Background: an optimization exercise with open tools, aiming at small area. Do not read the settings as production practice.
Function was checked by simulation only, so behaviour that the tests miss may differ from the original.
No activity file was given, so power comes from the tool's default toggle rates.

==> flow/run.sh <==
#!/bin/bash
# Layout: the standard synthesis and ORFS flow, with two changes after
# synthesis: the port buffers are the smallest buffer (buf_1) instead of the
# default pick, and clock tree synthesis uses larger sink clusters and adds
# no dummy loads.
set -euo pipefail
bash standard.sh synth > synth.log 2>&1
bash standard.sh \
  'BUFFER_PORTS_ARGS=-buffer_cell sky130_fd_sc_hd__buf_1' \
  'CTS_ARGS=-sink_clustering_enable -repair_clock_nets -dont_use_dummy_load -sink_clustering_size 30 -sink_clustering_max_diameter 60 -buf_list {sky130_fd_sc_hd__clkbuf_8 sky130_fd_sc_hd__clkbuf_16}' \
  finish > layout.log 2>&1
==> standard.sh <==
#!/bin/bash
# synth_recipe.tcl (not shown) runs the flow's synth.tcl, then flattens the netlist and writes it again
# the make line also repeats each setting of config.mk as NAME=value (left out here)
make -C /OpenROAD-flow-scripts/flow DESIGN_CONFIG=/design/flow/config.mk WORK_HOME=/design/flow/orfs CLKGATE_MAP_FILE= SYNTH_SCRIPT=/design/flow/synth_recipe.tcl "${@:-finish}"
==> config.mk <==
export PLATFORM = sky130hd
export DESIGN_NAME = usb_interface_v1_0
export DESIGN_NICKNAME = usb_interface_v1_0
export VERILOG_FILES = /design/flow/design.v
export SDC_FILE = /design/flow/constraint.sdc
export NUM_CORES = 4
export LEC_CHECK = 0
export CAP_MARGIN = 0
export CORE_MARGIN = 2
export CORE_UTILIZATION = 70
export PLACE_DENSITY = 0.8
export SLEW_MARGIN = 0
==> constraint.sdc <==
create_clock -name core_clock -period 10.0 [get_ports {m00_axi_aclk}]
set_input_delay 2.0000 -clock core_clock [delete_from_list [all_inputs] [get_ports {m00_axi_aclk}]]
set_output_delay 2.0000 -clock core_clock [all_outputs]
set_load 0.01 [all_outputs]
==> design.v <==
`timescale 1 ns / 1 ps
module usb_interface_v1_0 #
(
	parameter RESET_CYCLES = 100,
	parameter  C_M00_AXI_START_DATA_VALUE	= 32'h00000000,
	parameter  C_M00_AXI_TARGET_SLAVE_BASE_ADDR	= 32'h00000000,
	parameter integer C_M00_AXI_ADDR_WIDTH	= 32,
	parameter integer C_M00_AXI_DATA_WIDTH	= 32,
	parameter integer C_M00_AXI_TRANSACTIONS_NUM	= 4
) (
	input wire [(8 - 1):0] usb_data_in,
	output wire [(8 - 1):0] usb_data_out,
	output wire usb_data_oe,
	input wire [(1 + 4 + 4 + 16)-8-1:0] usb_addr,
	input wire usb_rd_n,
	input wire usb_wr_n,
	input wire usb_ce_n,
	output wire sw_reset_n,
	input wire  m00_axi_aclk,
	input wire  m00_axi_aresetn,
	output wire [C_M00_AXI_ADDR_WIDTH-1 : 0] m00_axi_awaddr,
	output wire [2 : 0] m00_axi_awprot,
	output wire  m00_axi_awvalid,
	input wire  m00_axi_awready,
	output wire [C_M00_AXI_DATA_WIDTH-1 : 0] m00_axi_wdata,
	output wire [C_M00_AXI_DATA_WIDTH/8-1 : 0] m00_axi_wstrb,
	output wire  m00_axi_wvalid,
	input wire  m00_axi_wready,
	input wire [1 : 0] m00_axi_bresp,
	input wire  m00_axi_bvalid,
	output wire  m00_axi_bready,
	output wire [C_M00_AXI_ADDR_WIDTH-1 : 0] m00_axi_araddr,
	output wire [2 : 0] m00_axi_arprot,
	output wire  m00_axi_arvalid,
	input wire  m00_axi_arready,
	input wire [C_M00_AXI_DATA_WIDTH-1 : 0] m00_axi_rdata,
	input wire [1 : 0] m00_axi_rresp,
	input wire  m00_axi_rvalid,
	output wire  m00_axi_rready
);
	wire clk = m00_axi_aclk;
	wire rstn = m00_axi_aresetn;
	wire [((1 + 4 + 4 + 16) - 1):0] flit = {usb_addr, usb_data_in};
	wire parity_err = ^flit;
	wire [3:0] ftype = flit[23:20];
	wire [3:0] flen = flit[19:16];
	wire [15:0] payload = flit[15:0];
	reg r_ce_n;
	wire ce_edge = r_ce_n & ~usb_ce_n;
	wire rd_en = ce_edge & ~usb_rd_n;
	wire wr_en = ce_edge & ~usb_wr_n;
	wire stuck = rd_en & (usb_addr == 17'h0FF_FF);
	localparam S_WAIT = 4'd0;
	localparam S_RA   = 4'd1;    
	localparam S_WR   = 4'd2;    
	localparam S_SR   = 4'd3;    
	localparam S_WA   = 4'd7;    
	localparam S_WU   = 4'd4;    
	localparam S_WL   = 4'd5;    
	localparam S_SW   = 4'd6;    
	localparam S_SD   = 4'd8;    
	localparam S_RST  = 4'd9;    
	localparam S_R0   = 4'd12;   
	localparam S_R1   = 4'd13;   
	localparam S_R2   = 4'd14;   
	reg [3:0] state;
	reg [3:0] len;             
	reg [31:0] addr;           
	reg [15:0] wup;            
	reg [31:0] wword;          
	reg enq_pulse;             
	reg [4:0] wcount;          
	reg [1:0] rcount_hi;       
	reg [4:0] cnt;             
	reg [3:0] rptr;            
	reg [1:0] byte_cnt;
	reg rdeq_pulse;
	reg [7:0] resp_out;
	reg [1:0] isout_pipe;
	reg r_read_valid;
	reg r_rvalid;
	reg r_read_req, r_read_req_d;
	reg r_write_valid, r_write_valid_d;
	reg r_awvalid, r_wvalid, r_bready, r_arvalid;
	reg r_awready, r_wready;
	reg [31:0] r_awaddr, r_wdata, r_araddr;
	reg [31:0] rbuf [0:13];
	reg [15:0] rb14_lo;
	wire st_wait = state == S_WAIT;
	wire st_wr = state == S_WR;
	wire st_write = state == S_WU || state == S_WL || state == S_SW;
	wire wempty = wcount == cnt;
	wire rempty = cnt == 5'd0;
	wire write_valid = st_write & !wempty;
	wire write_deq = write_valid & r_awready & r_wready;
	wire read_enq = st_wr & r_rvalid & (cnt <= {1'b0, len});
	wire read_req = st_wr & !r_read_valid;
	wire rdeq = rdeq_pulse & !rempty;
	wire [31:0] addr_sum = addr + {cnt, 2'b00};
	wire [31:0] o_addr = (st_wr | write_valid) ? addr_sum : 32'd0;
	always @(posedge clk or negedge rstn) begin
		if (!rstn) begin
			state <= S_WAIT;
		end else if (stuck) begin
			state <= S_WAIT;
		end else begin
			case (state)
				S_WAIT: if (wr_en) begin
					if (parity_err) state <= S_R1;
					else case (ftype)
						4'h0: state <= S_RA;
						4'h2: state <= S_WA;
						4'h6: state <= S_RST;
						default: state <= S_R2;
					endcase
				end
				S_RA: if (wr_en) state <= (parity_err || ftype != 4'h1) ? S_R1 : S_WR;
				S_WA: if (wr_en) state <= parity_err ? S_R1 : (ftype == 4'h3) ? S_WU : S_R2;
				S_WU: if (wr_en) state <= parity_err ? S_R1 : (ftype == 4'h4) ? S_WL : S_R2;
				S_WL: if (wr_en) state <= parity_err ? S_R1 :
					(ftype == 4'h5) ? ((wcount[3:0] == len) ? S_SW : S_WU) : S_R2;
				S_SW: if (wempty && !enq_pulse) state <= S_R0;
				S_WR: if (cnt == {1'b0, len} + 5'd1) state <= S_SR;
				S_SR: if (rd_en) state <= S_SD;
				S_SD: if (rempty) state <= S_R0;
				S_RST: if ({rcount_hi, wcount} == RESET_CYCLES) state <= S_R0;
				S_R0, S_R1, S_R2: if (rd_en) state <= S_WAIT;
				default: state <= S_WAIT;
			endcase
		end
	end
	always @(posedge clk or negedge rstn) begin
		if (!rstn) begin
			r_ce_n <= 1'b1;
			byte_cnt <= 0;
			resp_out <= 8'hff;
			isout_pipe <= 0;
		end else begin
			r_ce_n <= usb_ce_n;
			isout_pipe <= {isout_pipe[0], (usb_ce_n == 1'b0 && usb_rd_n == 1'b0)};
			if (state == S_SD && rd_en)
				byte_cnt <= byte_cnt + 2'd1;
			if (rd_en) begin
				case (state)
					S_SR: resp_out <= 8'h03;
					S_SD: resp_out <= rempty ? 8'h00 : rbyte;
					S_R0: resp_out <= 8'h00;
					S_R1: resp_out <= 8'h01;
					S_R2: resp_out <= 8'h02;
					default: resp_out <= 8'hff;
				endcase
			end
		end
	end
	always @(posedge clk) begin
		if (st_wait) begin
			len <= flen;
			addr[31:16] <= payload;
		end
		if (state == S_RA || state == S_WA)
			addr[15:0] <= payload;
		enq_pulse <= state == S_WL && wr_en && !parity_err && ftype == 4'h5 && !stuck;
		rdeq_pulse <= state == S_SD && rd_en && byte_cnt == 2'd3;
		r_read_valid <= r_rvalid;
		r_rvalid <= m00_axi_rvalid;
		r_read_req <= read_req;
		r_read_req_d <= r_read_req;
		r_write_valid <= write_valid;
		r_write_valid_d <= r_write_valid;
		if (st_wait) begin
			{rcount_hi, wcount} <= 0;
			cnt <= 0;
			rptr <= 0;
		end else begin
			if (enq_pulse || state == S_RST)
				{rcount_hi, wcount} <= {rcount_hi, wcount} + 7'd1;
			if (read_enq | write_deq)
				cnt <= cnt + 5'd1;
			else if (rdeq)
				cnt <= cnt - 5'd1;
			if (rdeq)
				rptr <= rptr + 4'd1;
		end
	end
	wire [4:0] cnt_next = cnt + {4'd0, read_enq};
	wire rbuf_we = m00_axi_rvalid && (state == S_RA || st_wr) && !cnt_next[4];
	wire [3:0] widx = cnt_next[3:0];
	always @(posedge clk) begin
		if (rbuf_we && widx < 4'd14)
			rbuf[widx] <= m00_axi_rdata;
		if (rbuf_we && widx == 4'd14)
			rb14_lo <= m00_axi_rdata[15:0];
		if (state == S_WU)
			wup <= payload;
		else if (rbuf_we && widx == 4'd14)
			wup <= m00_axi_rdata[31:16];
		if (state == S_WL)
			wword <= {wup, payload};
		else if (rbuf_we && widx == 4'd15)
			wword <= m00_axi_rdata;
	end
	wire [511:0] rflat;
	genvar gi;
	generate
		for (gi = 0; gi < 14; gi = gi + 1) begin : g_rflat
			assign rflat[gi*32 +: 32] = rbuf[gi];
		end
	endgenerate
	assign rflat[14*32 +: 32] = {wup, rb14_lo};
	assign rflat[15*32 +: 32] = wword;
	reg [7:0] rbyte;
	integer bi;
	always @(*) begin
		rbyte = 8'd0;
		for (bi = 0; bi < 64; bi = bi + 1)
			rbyte = rbyte | (rflat[bi*8 +: 8] & {8{{rptr, byte_cnt} == bi[5:0]}});
	end
	wire raise_read = r_read_req & ~r_read_req_d;
	wire raise_write = r_write_valid & ~r_write_valid_d;
	always @(posedge clk) begin
		if (!rstn) begin
			r_awvalid <= 1'b0;
			r_wvalid <= 1'b0;
			r_bready <= 1'b0;
			r_arvalid <= 1'b0;
			r_awready <= 1'b0;
			r_wready <= 1'b0;
		end else begin
			if (raise_write)
				r_awvalid <= 1'b1;
			else if (m00_axi_awready)
				r_awvalid <= 1'b0;
			if (raise_write)
				r_wvalid <= 1'b1;
			else if (m00_axi_wready)
				r_wvalid <= 1'b0;
			if (r_awready && r_wready) begin
				r_awready <= 1'b0;
				r_wready <= 1'b0;
			end else begin
				if (m00_axi_awready)
					r_awready <= 1'b1;
				if (m00_axi_wready)
					r_wready <= 1'b1;
			end
			r_bready <= m00_axi_bvalid & ~r_bready;
			if (raise_read)
				r_arvalid <= 1'b1;
			else if (m00_axi_arready)
				r_arvalid <= 1'b0;
		end
	end
	wire [31:0] o_addr_r = (rstn & (st_wr | write_valid)) ? addr_sum : 32'd0;
	always @(posedge clk) begin
		if (raise_write | !rstn) begin
			r_awaddr <= o_addr_r;
			r_wdata <= (rstn & !wempty) ? wword : 32'd0;
		end
		if (raise_read | !rstn)
			r_araddr <= o_addr_r;
	end
	assign usb_data_out = resp_out;
	assign usb_data_oe = isout_pipe[1];
	assign sw_reset_n = (state == S_RST) ? 1'b0 : 1'b1;
	assign m00_axi_awaddr = C_M00_AXI_TARGET_SLAVE_BASE_ADDR + r_awaddr;
	assign m00_axi_awprot = 3'b000;
	assign m00_axi_awvalid = r_awvalid;
	assign m00_axi_wdata = r_wdata;
	assign m00_axi_wstrb = 4'b1111;
	assign m00_axi_wvalid = r_wvalid;
	assign m00_axi_bready = r_bready;
	assign m00_axi_araddr = C_M00_AXI_TARGET_SLAVE_BASE_ADDR + r_araddr;
	assign m00_axi_arprot = 3'b001;
	assign m00_axi_arvalid = r_arvalid;
	assign m00_axi_rready = read_req;
endmodule
==> results of run 1 <==
state kept, by name (all words and copies together), names as in the netlist, 16 cells and up:
| register | cells |
|---|---|
| rbuf | 448 |
| addr | 32 |
| r_araddr | 32 |
| r_awaddr | 32 |
| r_wdata | 32 |
| wword | 32 |
| rb14_lo | 16 |
| wup | 16 |
cells by family (layout without fill, tap and decap cells):
group,count (synthesis),in the layout,share of synthesized area (%)
DFF,691,691,73.9
other,2,11,0.0272
xor gates and xnor gates,63,63,2.11
muxes,60,60,2.41
adders and majority gates,41,41,1.91
buffers and inverters,127,302,1.96
and+or+nand+nor,423,423,8.29
AOI/OAI and AO/OA,354,354,9.41
metal layers:
layer	global-route usage [%]	up-vias
li1	-	7272
met3	12.0	370
met2	59.0	1693
met5	0	-
met4	24.1	0
met1	53.2	8508
Yosys cell counts, types with 6 or more instances:
library cell and number:
mux2_2 51, nor2b_1 7, a22o_1 23, dfrtp_1 8, dfstp_2 9, and4_1 8
buf_2 12, a22oi_1 194, and3_1 10, nand3_1 33, nand2b_1 10, nor2_1 112
and2_1 38, xor2_1 19, edfxtp_1 644, xnor2_1 41, nand2_1 66, nor3_1 12
buf_4 10, nand4_1 53, nor4bb_1 9, o21ai_0 22, o22a_1 9, buf_1 10
a221oi_1 23, inv_1 31, and4b_1 13, or3_1 11, o211ai_1 6, mux2i_1 9
ha_1 38, clkbuf_1 60, a31oi_1 7, a21oi_1 37, dfxtp_1 30, nor4_1 20
worst reg2reg max path, stage by stage (launching register included):
cell and delay, ps:
dfrtp_1 530, nor2_1 430, and2_1 290, nand3b_1 120, nor2_1 110, ha_1 180
ha_1 320, nand3_1 130, xor2_1 200, nand4_1 160, nand2b_1 350, nor2_2 170
buf_4 370, or2_2 500
power by group:
group	switching, mW	internal, mW
combinational	0.847	0.438
clock	0.836	0.645
sequential	0.185	3.53
total	1.87	4.61
area by class of cell:
class,count,area [µm²]
antenna,1,2.50
clock buffer,36,901
fill,2272,8750
inverter,32,120
multi-input combinational,951,6850
sequential,691,20400
tap,518,648
timing repair buffer,234,1090
through the flow:
step	total power [mW]	util, %
detailed placement	5.03	75.1
CTS	6.45	77.4
global placement	4.97	75.1
finish	6.48	77.4
global route	6.68	77.4
floorplan	4.53	-
path summary, 6_finish.rpt:
kind	from	end	slack, ps	cells past startpoint
max	usb_addr[7]	state[3]	5740	9
min	isout_pipe[0]	isout_pipe[1]	350	0
max reg2reg	state[3]	wup[6]	5790	13
min reg2reg	isout_pipe[0]	isout_pipe[1]	350	0
max in group asynchronous	m00_axi_aresetn	state[1]	8110	1
min in group asynchronous	m00_axi_aresetn	byte_cnt[1]	1430	1
==> flow_metrics.py, run 1 <==
metrics = {
    "clock_tree": {
        "clk_latency_ps": 600,
        "postCtsHoldBufs": 0,
        "cts_setup_buffers": 0,
        "cts_inserted_buffers": 36,
        "root_buffer": "clkbuf_16",
        "cts-htree-levels": 2,
        "cts_resized": 0,
        "cts_tree": "yes",
        "cts.sinks": 691,
        "clockBufferDepth": 3,
        "clk_pin_slew_ps": 60,
    },
    "timing": {
        "worst_hold_slack_ps": 349,
        "finalSetupViolations": 0,
        "maxSlewHeadroom_pct": 7.27,
        "layout_min_cycle_time_ps": 4260,
        "tightest_slew_ps": 1390,
        "final.setup.tns_ps": 0,
        "max_freq_mhz": 235,
        "fin_crit_sh_pct": 42.6,
        "final-max-slew-violation-count": 0,
        "skew_ps": 73.2,
        "fin_ws_ps": 5740,
        "hold_viol_final": 0,
        "rsz0062_at_grt": "false",
    },
    "final_layout": {
        "nets": 2057,
        "final_common_cell": "edfxtp_1",
        "instances_no_fill": 2463,
        "fin_area_um2": 30000,
        "drive_above_1_share_pct": 9.72,
        "syn_to_final_growth_pct": 8.76,
        "layout_common_cells": "edfxtp_1 (644), a22oi_1 (194), buf_1 (176)",
    },
    "logic_synthesis": {
        "ys_seq_area_share_pct": 73.9,
        "synth_top_area_cell": "edfxtp_1",
        "synthArstFlopShare_pct": 2.46,
        "ys_warn_count": 1,
        "synth_seq_cells": 691,
        "synth_edf_count": 644,
        "syn-cell-area_um2": 27600,
        "synth.distinct_cells": 70,
        "ys.flop_type": "edfxtp_1",
        "synth.area.top_cells": "edfxtp_1 (70%), a22oi_1 (5.3%), dfxtp_1 (2.2%), mux2_2 (2.1%), ha_1 (1.7%)",
        "yosysTopAreaCellShare_pct": 70.1,
        "syn_avg_cell_area_um2": 15.7,
        "synth_cells": 1761,
    },
    "routing": {
        "highest_layer": "met4",
        "final_antenna_net_count": 0,
        "dr.pass1.iters": 8,
        "met3WireLength_mm": 13.1,
        "wl_per_cell_um": 32.8,
        "drt-met1-wl_mm": 26.5,
        "vias": 17843,
        "drc": 0,
        "viasPerCell": 7.24,
        "drt_iter0_markers": 2970,
        "routed_wl_mm": 80.8,
        "wl_met2_mm": 35.1,
    },
    "flow_run": {
        "max-cap-violations": 0,
    },
    "global_routing": {
        "grt_pass1_wl_mm": 116,
        "grt_pass1_vias": 17051,
        "gr-usage-all-layers_pct": 39.9,
        "grt_max_degree": 65,
        "antenna_found_initial": 1,
        "grt_overflow": 0,
    },
    "power_and_ir_drop": {
        "p_leak_nw": 9.70,
        "p_per_area_nw_per_um2": 216,
        "peakVddDrop_uv": 164,
    },
    "place": {
        "hpwl_mm": 52.8,
        "placed_cells": 2426,
        "io_buffers": 177,
        "pre_cts_slack_ps": 5240,
        "place_congestion": 0.978,
        "dpl_cell_area_um2": 29100,
    },
    "floorplanning": {
        "coreArea_um2": 38700,
        "io_pins": 192,
        "die_x_um": 202,
        "initial_utilization_pct": 71.2,
        "die_area_um2": 41000,
        "fp-row-count": 72,
        "die_y_um": 202,
    },
    "critical_path": {
        "crit_required_ps": 10400,
        "cp_cell_sequence": "buf_1 > ha_1 > xnor2_1 > xnor2_1 > xnor3_2 > xnor2_2 > a31oi_1 > a2111oi_2 > o211ai_1",
        "crit_buf_inv": 1,
        "endpoint_kind": "register",
        "crit_type": "in2reg",
        "critPathMaxFanout": 7,
        "critPathMostFrequentCell": "xnor2_1",
        "max_stage_delay_ps": 480,
        "arrival_ps": 4660,
        "setup.worst_path.start_class": "input port",
        "slowest_stage": "a2111oi_2",
        "critPathTopFamily": "XOR/XNOR gates",
    },
    "status": {
        "run_status": "finished clean",
    },
    "worst_hold_path": {
        "hp-class": "reg2reg",
    },
}
==> run 2: changes to the inputs <==
--- a/flow/run.sh
+++ b/flow/run.sh
@@ -7,5 +7,5 @@
 bash standard.sh synth > synth.log 2>&1
 bash standard.sh \
   'BUFFER_PORTS_ARGS=-buffer_cell sky130_fd_sc_hd__buf_1' \
-  'CTS_ARGS=-sink_clustering_enable -repair_clock_nets -dont_use_dummy_load -sink_clustering_size 30 -sink_clustering_max_diameter 60 -buf_list {sky130_fd_sc_hd__clkbuf_8 sky130_fd_sc_hd__clkbuf_16}' \
+  'CTS_ARGS=-sink_clustering_enable -repair_clock_nets -dont_use_dummy_load -sink_clustering_size 40 -sink_clustering_max_diameter 45 -buf_list {sky130_fd_sc_hd__clkbuf_16}' \
   finish > layout.log 2>&1
==> run 2 against run 1 <==
Critical endpoint unchanged; synthesized cell count did not move; highest routed layer unchanged; hold slack worse by 3.1 ps; largest power group unchanged; maximum frequency hardly changed; final area grew 1.2%; still clean; die area unchanged; critical path depth stayed put; area after synthesis unchanged; first-iteration DRC count up 2.0%; sequential power is essentially flat; non-clock buffer count did not move; clock-buffer cell count grew 14; flip-flop and latch count unchanged.
==> flow_metrics.py, run 2 <==
metrics = {
    "floorplanning": {
        "die_x_um": 202,
        "die_y_um": 202,
        "io_pins": 192,
        "coreArea_um2": 38700,
        "initial_utilization_pct": 71.2,
        "die_area_um2": 41000,
        "fp-row-count": 72,
    },
    "timing": {
        "maxSlewHeadroom_pct": 3.76,
        "worst_hold_slack_ps": 346,
        "final.setup.tns_ps": 0,
        "rsz0062_at_grt": "false",
        "layout_min_cycle_time_ps": 4260,
        "hold_viol_final": 0,
        "max_freq_mhz": 235,
        "fin_crit_sh_pct": 42.6,
        "tightest_slew_ps": 1440,
        "final-max-slew-violation-count": 0,
        "skew_ps": 78.9,
        "finalSetupViolations": 0,
    },
    "logic_synthesis": {
        "yosysMostFrequentCell": "edfxtp_1",
        "yosysTopAreaCellShare_pct": 70.1,
        "synthArstFlopShare_pct": 2.46,
        "ys_warn_count": 1,
        "syn-cell-area_um2": 27600,
        "synth_cells": 1761,
        "syn_avg_cell_area_um2": 15.7,
        "synth_top_area_cell": "edfxtp_1",
        "synth.distinct_cells": 70,
        "ys.flop_type": "edfxtp_1",
        "synth_common_cells": "edfxtp_1 (644), a22oi_1 (194), nor2_1 (112)",
        "synth_edf_count": 644,
        "ys_seq_area_share_pct": 73.9,
        "synth.area.top_cells": "edfxtp_1 (70%), a22oi_1 (5.3%), dfxtp_1 (2.2%), mux2_2 (2.1%), ha_1 (1.7%)",
        "synth_seq_cells": 691,
    },
    "global_routing": {
        "gr-usage-all-layers_pct": 40.8,
        "antenna_found_initial": 1,
        "grt_pass1_wl_mm": 118,
        "grt_overflow": 0,
        "grt_pass1_vias": 17452,
        "grt_max_degree": 65,
    },
    "power_and_ir_drop": {
        "p_clk_share_pct": 26.2,
        "p_leak_nw": 9.87,
        "p_per_area_nw_per_um2": 223,
        "peakVddDrop_uv": 164,
        "intPower_mw": 4.85,
        "p_sw_share_pct": 28.5,
        "seqPwrFrac_pct": 54.8,
        "combinationalPowerShare_pct": 19.0,
        "switchingPower_mw": 1.93,
    },
    "routing": {
        "vias": 18167,
        "drc": 0,
        "final_antenna_net_count": 0,
        "wl_per_cell_um": 33.3,
        "drt_iter0_markers": 3029,
        "routed_wl_mm": 82.5,
        "dr.pass1.iters": 6,
        "viasPerCell": 7.34,
    },
    "clock_tree": {
        "cts.sinks": 691,
        "cts_setup_buffers": 0,
        "clk_pin_slew_ps": 50,
        "cts_resized": 0,
        "clockBufferDepth": 3,
        "postCtsHoldBufs": 0,
        "cts_inserted_buffers": 50,
        "cts-htree-levels": 2,
        "root_buffer": "clkbuf_16",
        "cts_tree": "yes",
        "clk_latency_ps": 640,
    },
    "final_layout": {
        "num_antenna_cells": 0,
        "layout_common_cells": "edfxtp_1 (644), a22oi_1 (194), buf_1 (176)",
        "final_common_cell": "edfxtp_1",
        "syn_to_final_growth_pct": 10.0,
        "fillers": 2185,
        "regMostFlops": "rbuf",
        "nets": 2071,
        "drive_above_1_share_pct": 10.4,
        "largest_register_ffs": 448,
    },
    "critical_path": {
        "endpoint_kind": "register",
        "crit_required_ps": 10450,
        "critPathMaxFanout": 7,
        "crit_type": "in2reg",
        "arrival_ps": 4710,
        "setup.worst_path.start_class": "input port",
    },
    "place": {
        "io_buffers": 177,
        "place_congestion": 0.978,
        "hpwl_mm": 52.8,
    },
    "worst_hold_path": {
        "hp-class": "reg2reg",
    },
    "flow_run": {
        "max-cap-violations": 0,
    },
    "status": {
        "run_status": "finished clean",
    },
}
==> run 2: stage by stage <==
step / power [mW] / cells / util (%) / instance area, µm² / setup slack [ps]
final: 6.78 / 2476 / 78.3 / 30300 / 5740
after global routing: 6.99 / 2476 / 78.3 / 30300 / 5430
after CTS: 6.74 / 2476 / 78.3 / 30300 / 5820
after detailed placement: 5.03 / 2426 / 75.1 / 29100 / 5240
after global placement: 4.97 / 2426 / 75.1 / 29100 / 5360
after floorplan: 4.53 / 1769 / - / 27600 / 5540
==> run 2: final timing paths <==
check / startpoint / endpoint / slack [ps] / cells past startpoint
max in group asynchronous: m00_axi_aresetn / byte_cnt[0] / 8150 / 1
min: isout_pipe[0] / isout_pipe[1] / 350 / 0
min in group asynchronous: m00_axi_aresetn / isout_pipe[0] / 1440 / 1
max: usb_addr[7] / state[3] / 5740 / 9
max reg2reg: cnt[3] / wup[11] / 5770 / 14
min reg2reg: isout_pipe[0] / isout_pipe[1] / 350 / 0
==> run 2: power groups by stage <==
stage | combinational, mW | clock, mW | sequential [mW]
after global placement | 1.22 | 0 | 3.76
after global routing | 1.39 | 1.86 | 3.74
final | 1.29 | 1.77 | 3.71
after detailed placement | 1.26 | 0 | 3.77
after CTS | 1.27 | 1.77 | 3.71
after floorplan | 0.765 | 0 | 3.76
==> run 2: cell families after synthesis <==
logic type	count (synthesis)	synth area share [%]
flops	691	73.9
mux	60	2.41
buf+inv	127	1.96
xor+xnor	63	2.11
compound gates	354	9.41
simple gates	423	8.29
other cells	2	0.0272
fa+ha+maj	41	1.91
==> run 2: worst max-delay path: stages <==
cell and delay, ps:
buf_1 320, ha_1 330, xnor2_1 140, xnor2_1 300, xnor3_2 330, xnor2_2 400
a31oi_1 250, a2111oi_2 480, o211ai_1 140
==> run 2: cell type report <==
| class | count | area (µm²) | share of cell area (%) |
|---|---|---|---|
| Timing Repair Buffer | 234 | 1090 | 3.60 |
| Tap cell | 518 | 648 | 2.14 |
| Sequential cell | 691 | 20400 | 67.2 |
| Clock buffer | 50 | 1250 | 4.12 |
| Multi-Input combinational cell | 951 | 6850 | 22.6 |
| Inverter | 32 | 120 | 0.396 |
==> run 2: routing by layer <==
metal  part of all wire [%]  wire, µm  up-vias  global-route usage, %
li1                       -         -     7301                      -
met2                     43     35600     1808                   59.2
met5                      0         0        -                      0
met3                     16     13200      406                   13.0
met1                     33     27200     8652                   53.7
met4                    7.9      6540        0                   27.3
==> run 3: changes to the inputs <==
--- a/flow/run.sh
+++ b/flow/run.sh
@@ -7,5 +7,5 @@
 bash standard.sh synth > synth.log 2>&1
 bash standard.sh \
   'BUFFER_PORTS_ARGS=-buffer_cell sky130_fd_sc_hd__buf_1' \
-  'CTS_ARGS=-sink_clustering_enable -repair_clock_nets -dont_use_dummy_load -sink_clustering_size 40 -sink_clustering_max_diameter 45 -buf_list {sky130_fd_sc_hd__clkbuf_16}' \
+  'CTS_ARGS=-sink_clustering_enable -repair_clock_nets -dont_use_dummy_load -sink_clustering_size 35 -sink_clustering_max_diameter 70 -buf_list {sky130_fd_sc_hd__clkbuf_16}' \
   finish > layout.log 2>&1
==> run 3 against run 2 <==
Setup slack improved by 18 ps; wire length decreased by 1.7%; hold slack improved by 3.0 ps; area after synthesis unchanged; flip-flop and latch count unchanged; first-iteration DRC count decreased by 4.3%; final area decreased by 1.3%; critical path type unchanged; largest cell class unchanged; highest routed layer unchanged.
==> flow_metrics.py, run 3 <==
metrics = {
    "logic_synthesis": {
        "ys_seq_area_share_pct": 73.9,
        "synth_common_cells": "edfxtp_1 (644), a22oi_1 (194), nor2_1 (112)",
        "syn-cell-area_um2": 27600,
        "synth_cells": 1761,
        "synth_seq_cells": 691,
        "synth.distinct_cells": 70,
        "synthXorXnorAreaFrac_pct": 2.11,
        "synth_compound_area_share_pct": 9.41,
        "yosysMostFrequentCell": "edfxtp_1",
        "synth_edf_count": 644,
        "ys.flop_type": "edfxtp_1",
        "muxShareOfSynthArea_pct": 2.41,
        "ys_warn_count": 1,
        "synth_top_family_by_area": "compound AO/OA/AOI/OAI gates",
        "syn_avg_cell_area_um2": 15.7,
        "synth_top_area_cell": "edfxtp_1",
        "yosysTopAreaCellShare_pct": 70.1,
        "synth-simple-area-share_pct": 8.29,
        "synth_fa_ha_area_share_pct": 1.91,
        "synthArstFlopShare_pct": 2.46,
        "synth.area.top_cells": "edfxtp_1 (70%), a22oi_1 (5.3%), dfxtp_1 (2.2%), mux2_2 (2.1%), ha_1 (1.7%)",
    },
    "timing": {
        "finalSetupViolations": 0,
        "worst_hold_slack_ps": 349,
        "max_freq_mhz": 236,
        "skew_ps": 57.4,
        "maxSlewHeadroom_pct": 4.63,
        "tightest_slew_ps": 1430,
        "fin_crit_sh_pct": 42.4,
        "hold_viol_final": 0,
        "final.setup.tns_ps": 0,
        "final-max-slew-violation-count": 0,
        "rsz0062_at_grt": "false",
        "layout_min_cycle_time_ps": 4240,
    },
    "critical_path": {
        "endpoint_kind": "register",
        "rrSetupSlack_ps": 5780,
        "reg2regPathDepth": 14,
        "critPathMaxFanout": 7,
        "crit_required_ps": 10410,
        "crit_type": "in2reg",
        "setup.worst_path.start_class": "input port",
        "arrival_ps": 4650,
        "regToRegEndpoint": "wup[6]",
        "r2r_start": "cnt[1]",
        "worstSetupStartpoint": "usb_addr[5]",
    },
    "global_routing": {
        "gr-usage-all-layers_pct": 40.1,
        "grt_pass1_vias": 17191,
        "antenna_found_initial": 1,
        "grt_pass1_wl_mm": 116,
        "grt_overflow": 0,
        "grt_max_degree": 65,
    },
    "floorplanning": {
        "die_y_um": 202,
        "fp-row-count": 72,
        "coreArea_um2": 38700,
        "io_pins": 192,
        "die_x_um": 202,
        "die_area_um2": 41000,
        "initial_utilization_pct": 71.2,
    },
    "clock_tree": {
        "cts-htree-levels": 2,
        "clk_pin_slew_ps": 60,
        "cts_inserted_buffers": 34,
        "cts.sinks": 691,
        "postCtsHoldBufs": 0,
        "cts_tree": "yes",
        "root_buffer": "clkbuf_16",
        "clockBufferDepth": 3,
        "cts_setup_buffers": 0,
        "clk_latency_ps": 590,
        "cts_resized": 0,
    },
    "power_and_ir_drop": {
        "finalPower_mw": 6.43,
        "p_per_area_nw_per_um2": 215,
        "p_leak_nw": 9.67,
        "peakVddDrop_uv": 166,
    },
    "routing": {
        "drc": 0,
        "routed_wl_mm": 81.2,
        "dr.pass1.iters": 6,
        "viasPerCell": 7.29,
        "wl_per_cell_um": 33.0,
        "vias": 17932,
        "drt_iter0_markers": 2900,
        "final_antenna_net_count": 0,
    },
    "place": {
        "placed_cells": 2426,
        "hpwl_mm": 52.8,
        "io_buffers": 177,
        "place_congestion": 0.978,
    },
    "final_layout": {
        "nets": 2055,
        "final_common_cell": "edfxtp_1",
        "drive_above_1_share_pct": 9.63,
        "largest_register_ffs": 448,
        "layout_common_cells": "edfxtp_1 (644), a22oi_1 (194), buf_1 (176)",
        "instances_no_fill": 2460,
        "syn_to_final_growth_pct": 8.57,
        "regMostFlops": "rbuf",
        "num_antenna_cells": 0,
    },
    "worst_hold_path": {
        "holdPathStages": 0,
        "min_to": "isout_pipe[1]",
        "hp-class": "reg2reg",
        "hold_start": "isout_pipe[0]",
    },
    "flow_run": {
        "max-cap-violations": 0,
    },
    "status": {
        "run_status": "finished clean",
    },
}
[run 3: cell counts after synthesis]
No cell type changed its count.
[run 3: cell families (layout without fill, tap and decap cells)]
logic type | count (synthesis) | in the layout
simple gates | 423 | 423
fa+ha+maj | 41 | 41
xor+xnor | 63 | 63
flops | 691 | 691
buf+inv | 127 | 300
mux | 60 | 60
compound gates | 354 | 354
other cells | 2 | 10
[run 3: worst max path at each step]
stage                     to  slack (ps)  cells past startpoint
floorplan           wword[0]        5540                     14
finish              state[3]        5760                      9
global placement    state[3]        5360                     10
CTS                 state[3]        5800                      9
global route          wup[6]        5460                     14
detailed placement  state[3]        5240                      9
[run 3: routing by layer]
metal	GRT usage, %	vias up	part of all wire (%)
met5	0	-	0
li1	-	7246	-
met1	52.9	8594	33
met3	12.3	376	16
met2	59.0	1716	43
met4	25.4	0	7.8
[run 3: through the flow]
stage	util, %	setup slack, ps	instance area, µm²
global placement	75.1	5360	29100
floorplan	-	5540	27600
global route	77.3	5460	29900
finish	77.3	5760	29900
CTS	77.3	5800	29900
detailed placement	75.1	5240	29100
[run 3: power breakdown]
part | switching, mW | internal, mW
sequential | 0.186 | 3.53
combinational | 0.846 | 0.438
clock | 0.821 | 0.612
[run 3: critical path: stages]
cell       delay [ps]
buf_1             260
ha_1              340
xnor2_1           170
xnor2_1           290
xnor3_2           330
xnor2_2           390
a31oi_1           240
a2111oi_2         480
o211ai_1          140
[run 3: area by class of cell]
cell class / instances / area [µm²]
flip-flops and latches: 691 / 20400
clock buffers: 34 / 851
well taps: 518 / 648
multi-input cells: 951 / 6850
repair buffers: 234 / 1090
inverters: 32 / 120
fillers: 2271 / 8800
==> run 4: changes to the inputs <==
--- a/flow/run.sh
+++ b/flow/run.sh
@@ -7,5 +7,5 @@
 bash standard.sh synth > synth.log 2>&1
 bash standard.sh \
   'BUFFER_PORTS_ARGS=-buffer_cell sky130_fd_sc_hd__buf_1' \
-  'CTS_ARGS=-sink_clustering_enable -repair_clock_nets -dont_use_dummy_load -sink_clustering_size 35 -sink_clustering_max_diameter 70 -buf_list {sky130_fd_sc_hd__clkbuf_16}' \
+  'CTS_ARGS=-sink_clustering_enable -repair_clock_nets -dont_use_dummy_load -sink_clustering_size 10 -sink_clustering_max_diameter 35 -buf_list {sky130_fd_sc_hd__clkbuf_4}' \
   finish > layout.log 2>&1
==> run 4 against run 3 <==
Still clean on timing, DRC and antenna; total power down 1.9%; synthesized cell count stayed put; clock-buffer cell count up 63; maximum frequency down 0.57%; clock power down 8%; combinational power is essentially flat; final area fell by 0.39%; first-iteration DRC count decreased by 1.1%; area after synthesis did not move; via count is 1.3% higher; clock skew up 81 ps; critical path type is now reg2reg; largest cell class unchanged.
==> flow_metrics.py, run 4 <==
metrics = {
    "logic_synthesis": {
        "synth_fa_ha_area_share_pct": 1.91,
        "synth_common_cells": "edfxtp_1 (644), a22oi_1 (194), nor2_1 (112)",
        "synth_cells": 1761,
        "synth.area.top_cells": "edfxtp_1 (70%), a22oi_1 (5.3%), dfxtp_1 (2.2%), mux2_2 (2.1%), ha_1 (1.7%)",
        "synthArstFlopShare_pct": 2.46,
        "ys.flop_type": "edfxtp_1",
        "ys_seq_area_share_pct": 73.9,
        "muxShareOfSynthArea_pct": 2.41,
        "synthXorXnorAreaFrac_pct": 2.11,
        "synth_compound_area_share_pct": 9.41,
        "synth_edf_count": 644,
        "yosysTopAreaCellShare_pct": 70.1,
        "synth_top_family_by_area": "compound AO/OA/AOI/OAI gates",
        "syn_avg_cell_area_um2": 15.7,
        "synth_seq_cells": 691,
        "synth_top_area_cell": "edfxtp_1",
        "yosysMostFrequentCell": "edfxtp_1",
        "synth.distinct_cells": 70,
        "syn-cell-area_um2": 27600,
        "synth-simple-area-share_pct": 8.29,
        "ys_warn_count": 1,
    },
    "final_layout": {
        "regMostFlops": "rbuf",
        "final_common_cell": "edfxtp_1",
        "drive_above_1_share_pct": 12.5,
        "largest_register_ffs": 448,
        "fin_util_pct": 77.0,
        "layout_common_cells": "edfxtp_1 (644), a22oi_1 (194), buf_1 (176)",
        "fin_area_um2": 29800,
        "nets": 2118,
        "syn_to_final_growth_pct": 8.14,
    },
    "floorplanning": {
        "die_x_um": 202,
        "die_y_um": 202,
        "io_pins": 192,
        "coreArea_um2": 38700,
        "die_area_um2": 41000,
        "initial_utilization_pct": 71.2,
        "fp-row-count": 72,
    },
    "critical_path": {
        "critPathMostFrequentCell": "ha_1",
        "critPathMaxFanout": 17,
        "reg2regPathDepth": 15,
        "slowest_stage": "dfxtp_1",
        "critPathTopFamily": "simple AND/OR/NAND/NOR gates",
        "crit_type": "reg2reg",
        "max_stage_delay_ps": 530,
        "crit_buf_inv": 2,
        "rrSetupSlack_ps": 5730,
        "arrival_ps": 4670,
        "regToRegEndpoint": "wup[6]",
        "r2r_start": "cnt[0]",
        "endpoint_kind": "register",
        "crit_required_ps": 10400,
        "cp_cell_sequence": "inv_1 > ha_1 > nand4_1 > o21ai_0 > a21oi_1 > nor2_1 > ha_1 > ha_1 > nand3_1 > xor2_1 > nand4_1 > nand2b_1 > nor2_2 > buf_4 > or2_2",
        "setup.worst_path.start_class": "register",
    },
    "clock_tree": {
        "clk_pin_slew_ps": 100,
        "cts_inserted_buffers": 97,
        "cts_tree": "yes",
        "clockBufferDepth": 3,
        "cts_resized": 0,
        "clk_latency_ps": 860,
        "cts_setup_buffers": 0,
        "postCtsHoldBufs": 0,
        "root_buffer": "clkbuf_4",
        "cts.sinks": 691,
        "cts-htree-levels": 3,
    },
    "flow_run": {
        "max-cap-violations": 0,
    },
    "routing": {
        "wl_per_cell_um": 32.3,
        "final_antenna_net_count": 0,
        "routed_wl_mm": 81.4,
        "dr.pass1.iters": 9,
        "drt_iter0_markers": 2868,
        "viasPerCell": 7.19,
        "vias": 18163,
        "drc": 0,
    },
    "timing": {
        "max_freq_mhz": 234,
        "fin_crit_sh_pct": 42.7,
        "rsz0062_at_grt": "false",
        "skew_ps": 139,
        "finalSetupViolations": 0,
        "final.setup.tns_ps": 0,
        "hold_viol_final": 0,
        "worst_hold_slack_ps": 353,
        "tightest_slew_ps": 1390,
        "maxSlewHeadroom_pct": 7.32,
        "final-max-slew-violation-count": 0,
        "layout_min_cycle_time_ps": 4270,
    },
    "worst_hold_path": {
        "hp-class": "reg2reg",
        "holdPathStages": 0,
        "min_to": "isout_pipe[1]",
        "hold_start": "isout_pipe[0]",
    },
    "global_routing": {
        "grt_overflow": 0,
        "antenna_found_initial": 2,
        "grt_pass1_vias": 17442,
        "grt_max_degree": 65,
        "gr-usage-all-layers_pct": 40.2,
        "grt_pass1_wl_mm": 116,
    },
    "place": {
        "hpwl_mm": 52.8,
        "place_congestion": 0.978,
        "dpl_cell_area_um2": 29100,
        "io_buffers": 177,
    },
    "power_and_ir_drop": {
        "p_per_area_nw_per_um2": 211,
        "peakVddDrop_uv": 142,
        "p_leak_nw": 9.70,
        "finalPower_mw": 6.31,
    },
    "status": {
        "run_status": "finished clean",
    },
}
-- run 4: cell count changes in the layout (fill, tap and decap cells not counted) --
cell,change
clkbuf_16,-34
clkbuf_4,+97
diode_2,+2
-- run 4: how the worst max path moves through the flow --
stage	startpoint	to	slack [ps]	cells after the start
5_1_grt	state[3]	wup[6]	5460	13
3_5_place_dp	usb_addr[7]	state[3]	5240	9
6_report	cnt[0]	wup[6]	5730	15
4_1_cts	state[3]	m00_axi_rready	5740	4
3_3_place_gp	usb_addr[12]	state[3]	5360	10
2_1_floorplan	len[1]	wword[0]	5540	14
-- run 4: power by group --
part | total, mW | internal, mW | leakage [nW] | switching [mW]
Sequential | 3.71 | 3.53 | 6.38 | 0.183
Combinational | 1.28 | 0.438 | 2.87 | 0.846
Clock | 1.31 | 0.443 | 0.446 | 0.870
-- run 4: stage by stage --
stage	std cells	setup slack (ps)
2_1_floorplan	1769	5540
3_3_place_gp	2426	5360
3_5_place_dp	2426	5240
4_1_cts	2523	5740
5_1_grt	2524	5460
6_report	2525	5730
-- run 4: cell type report --
cell class                      instances  area (µm²)
Antenna cell                            2        5.00
Tap cell                              518         648
Sequential cell                       691       20400
Clock buffer                           97         728
Fill cell                            2328        8920
Multi-Input combinational cell        951        6850
Inverter                               32         120
Timing Repair Buffer                  234        1090
-- run 4: logic make-up (layout without fill, tap and decap cells) --
logic type,after synthesis,count (layout)
flops,691,691
simple gates,423,423
compound gates,354,354
buf+inv,127,363
xor+xnor,63,63
mux,60,60
fa+ha+maj,41,41
other cells,2,12
-- run 4: per-layer routing --
layer / part of all wire [%] / wire [µm] / track usage (%) / vias up
li1: - / - / - / 7415
met1: 33 / 26800 / 52.7 / 8612
met2: 43 / 35200 / 58.6 / 1734
met3: 16 / 13100 / 13.1 / 402
met4: 7.8 / 6350 / 25.8 / 0
met5: 0 / 0 / 0 / -
==> run 5: changes to the inputs <==
--- a/flow/run.sh
+++ b/flow/run.sh
@@ -7,5 +7,5 @@
 bash standard.sh synth > synth.log 2>&1
 bash standard.sh \
   'BUFFER_PORTS_ARGS=-buffer_cell sky130_fd_sc_hd__buf_1' \
-  'CTS_ARGS=-sink_clustering_enable -repair_clock_nets -dont_use_dummy_load -sink_clustering_size 10 -sink_clustering_max_diameter 35 -buf_list {sky130_fd_sc_hd__clkbuf_4}' \
+  'CTS_ARGS=-sink_clustering_enable -repair_clock_nets -dont_use_dummy_load -sink_clustering_size 16 -sink_clustering_max_diameter 45 -buf_list {sky130_fd_sc_hd__clkbuf_8}' \
   finish > layout.log 2>&1
==> run 5 against run 4 <==
Combinational power about the same; clock power is essentially flat; sequential power barely moved; maximum frequency increased by 0.39%; still clean; register-to-register slack better by 20 ps; die area unchanged; core utilization grew 0.068 points; largest cell class unchanged.
==> flow_metrics.py, run 5 <==
metrics = {
    "logic_synthesis": {
        "ys_warn_count": 1,
        "synthArstFlopShare_pct": 2.46,
        "ys_seq_area_share_pct": 73.9,
        "syn-cell-area_um2": 27600,
        "ys.flop_type": "edfxtp_1",
        "syn_avg_cell_area_um2": 15.7,
        "synth_edf_count": 644,
        "synth_seq_cells": 691,
        "synth_common_cells": "edfxtp_1 (644), a22oi_1 (194), nor2_1 (112)",
        "synth_top_area_cell": "edfxtp_1",
        "yosysTopAreaCellShare_pct": 70.1,
        "synth.distinct_cells": 70,
        "synth_cells": 1761,
        "yosysMostFrequentCell": "edfxtp_1",
        "synth.area.top_cells": "edfxtp_1 (70%), a22oi_1 (5.3%), dfxtp_1 (2.2%), mux2_2 (2.1%), ha_1 (1.7%)",
    },
    "critical_path": {
        "critPathTopFamily": "simple AND/OR/NAND/NOR gates",
        "rrSetupSlack_ps": 5750,
        "r2r_start": "cnt[3]",
        "crit_buf_inv": 1,
        "endpoint_kind": "register",
        "critPathMaxFanout": 17,
        "worstSetupStartpoint": "cnt[3]",
        "arrival_ps": 4550,
        "max_stage_delay_ps": 730,
        "setup.worst_path.start_class": "register",
        "crit_required_ps": 10300,
        "reg2regPathDepth": 14,
        "critPathMostFrequentCell": "ha_1",
        "crit_type": "reg2reg",
        "regToRegEndpoint": "wup[14]",
        "cp_cell_sequence": "ha_1 > nand4_1 > o21ai_0 > a21oi_1 > nor2_1 > ha_1 > ha_1 > nand3_1 > xor2_1 > nand4_1 > nand2b_1 > nor2_2 > buf_4 > or2_2",
        "slowest_stage": "dfxtp_1",
    },
    "timing": {
        "hold_viol_final": 0,
        "final.setup.tns_ps": 0,
        "tightest_slew_ps": 1410,
        "final-max-slew-violation-count": 0,
        "worst_hold_slack_ps": 347,
        "layout_min_cycle_time_ps": 4250,
        "skew_ps": 97.6,
        "rsz0062_at_grt": "false",
        "finalSetupViolations": 0,
        "maxSlewHeadroom_pct": 5.45,
        "fin_crit_sh_pct": 42.5,
        "max_freq_mhz": 235,
    },
    "clock_tree": {
        "cts_resized": 0,
        "postCtsHoldBufs": 0,
        "clockBufferDepth": 3,
        "clk_pin_slew_ps": 80,
        "cts.sinks": 691,
        "clk_latency_ps": 720,
        "cts_inserted_buffers": 55,
        "cts-htree-levels": 2,
        "root_buffer": "clkbuf_8",
        "cts_tree": "yes",
        "cts_setup_buffers": 0,
    },
    "final_layout": {
        "largest_register_ffs": 448,
        "layout_common_cells": "edfxtp_1 (644), a22oi_1 (194), buf_1 (176)",
        "nets": 2076,
        "drive_above_1_share_pct": 10.6,
        "fillers": 2295,
        "fin_area_um2": 29800,
        "regMostFlops": "rbuf",
        "final_common_cell": "edfxtp_1",
        "syn_to_final_growth_pct": 8.24,
    },
    "worst_hold_path": {
        "hp-class": "reg2reg",
        "min_to": "isout_pipe[1]",
        "holdPathStages": 0,
        "hold_start": "isout_pipe[0]",
    },
    "global_routing": {
        "grt_overflow": 0,
        "grt_pass1_vias": 17222,
        "grt_max_degree": 65,
        "gr-usage-all-layers_pct": 40.2,
        "grt_pass1_wl_mm": 116,
        "antenna_found_initial": 1,
    },
    "routing": {
        "wl_met2_mm": 35.1,
        "dr.pass1.iters": 6,
        "vias": 17999,
        "viasPerCell": 7.25,
        "wl_per_cell_um": 32.7,
        "met3WireLength_mm": 13.3,
        "drt_iter0_markers": 2822,
        "highest_layer": "met4",
        "drt-met1-wl_mm": 26.6,
        "routed_wl_mm": 81.2,
        "final_antenna_net_count": 0,
        "drc": 0,
    },
    "floorplanning": {
        "die_y_um": 202,
        "io_pins": 192,
        "initial_utilization_pct": 71.2,
        "coreArea_um2": 38700,
        "fp-row-count": 72,
        "die_x_um": 202,
        "die_area_um2": 41000,
    },
    "power_and_ir_drop": {
        "p_per_area_nw_per_um2": 212,
        "combinationalPowerShare_pct": 20.3,
        "p_clk_share_pct": 21.1,
        "switchingPower_mw": 1.87,
        "seqPwrFrac_pct": 58.6,
        "peakVddDrop_uv": 159,
        "intPower_mw": 4.45,
        "p_leak_nw": 9.65,
        "p_sw_share_pct": 29.6,
    },
    "place": {
        "dpl_cell_area_um2": 29100,
        "hpwl_mm": 52.8,
        "io_buffers": 177,
        "place_congestion": 0.978,
    },
    "flow_run": {
        "max-cap-violations": 0,
    },
    "status": {
        "run_status": "finished clean",
    },
}
## run 5: layout make-up
cell class	count	area, µm²	share of cell area, %
Sequential cell	691	20400	68.3
Multi-Input combinational cell	951	6850	22.9
Timing Repair Buffer	234	1090	3.66
Clock buffer	55	757	2.54
Tap cell	518	648	2.17
Inverter	32	120	0.402
Antenna cell	1	2.50	0.00838
## run 5: kinds of logic after synthesis
kind of cell | share of synthesized area (%)
AOI/OAI and AO/OA | 9.41
buffers and inverters | 1.96
DFF | 73.9
adders and majority gates | 1.91
muxes | 2.41
and+or+nand+nor | 8.29
xor gates and xnor gates | 2.11
other | 0.0272
## run 5: stage by stage
step                      utilization [%]  cells  power (mW)  setup WS, ps
after floorplan                         -   1769        4.53          5540
after detailed placement             75.1   2426        5.03          5240
after global placement               75.1   2426        4.97          5360
after CTS                            77.0   2481        6.29          5840
after global routing                 77.0   2481        6.54          5450
final                                77.0   2482        6.33          5750
## run 5: power groups by stage
stage	Sequential (mW)	Combinational [mW]	Clock, mW
floorplan	3.76	0.765	0
global placement	3.76	1.22	0
detailed placement	3.77	1.26	0
CTS	3.70	1.26	1.33
global route	3.74	1.39	1.42
finish	3.71	1.28	1.33
## run 5: worst max-delay path by stage
| stage | endpoint | cells after the start |
|---|---|---|
| after floorplan | wword[0] | 14 |
| after global placement | state[3] | 10 |
| after detailed placement | state[3] | 9 |
| after CTS | wup[14] | 14 |
| after global routing | wup[3] | 14 |
| final | wup[14] | 14 |
## run 5: metal layers
metal,GRT usage (%),up-vias
met5,0,-
met4,25.1,0
met3,12.6,389
met2,58.8,1750
met1,53.3,8559
li1,-,7301

[static timing again, ports no longer ideal]
How much do the figures lean on ideal ports? The routed layouts below were timed once more, with nothing changed but the port constraints.
Step 1: set_driving_cell puts a clkbuf_16 on m00_axi_aclk and a buf_2 on each other input, an assumption about the parent block.
Step 2 also shifts input and output timing later by t, the mid clock arrival at the registers, as if the neighbouring blocks saw the same clock.
Three values: no drivers, after step 1, after step 2; two values: the first two.
run	shift t [ns]	setup WS [ns]	worst hold slack (ns)	worst setup path at the end	pins driven straight from the clock port
run 1	0.625	5.739 / 5.742 / 5.117	0.349 / 0.349 / 0.349	input to register	1
run 2	0.658	5.738 / 5.754 / 5.096	0.346 / 0.346 / 0.346	input to register	1
run 3	0.623	5.755 / 5.757 / 5.134	0.349 / 0.349 / 0.349	input to register	1
run 4	0.840	5.731 / 5.681 / 5.104	0.353 / 0.353 / 0.353	input to register	1
run 5	0.729	5.748 / 5.748 / 5.120	0.347 / 0.347 / 0.347	input to register	1
After both steps every run listed still meets setup and hold. For run 2, which loses most, drivers alone change the setup slack by +0.016 ns; drivers and shift together by -0.642 ns.
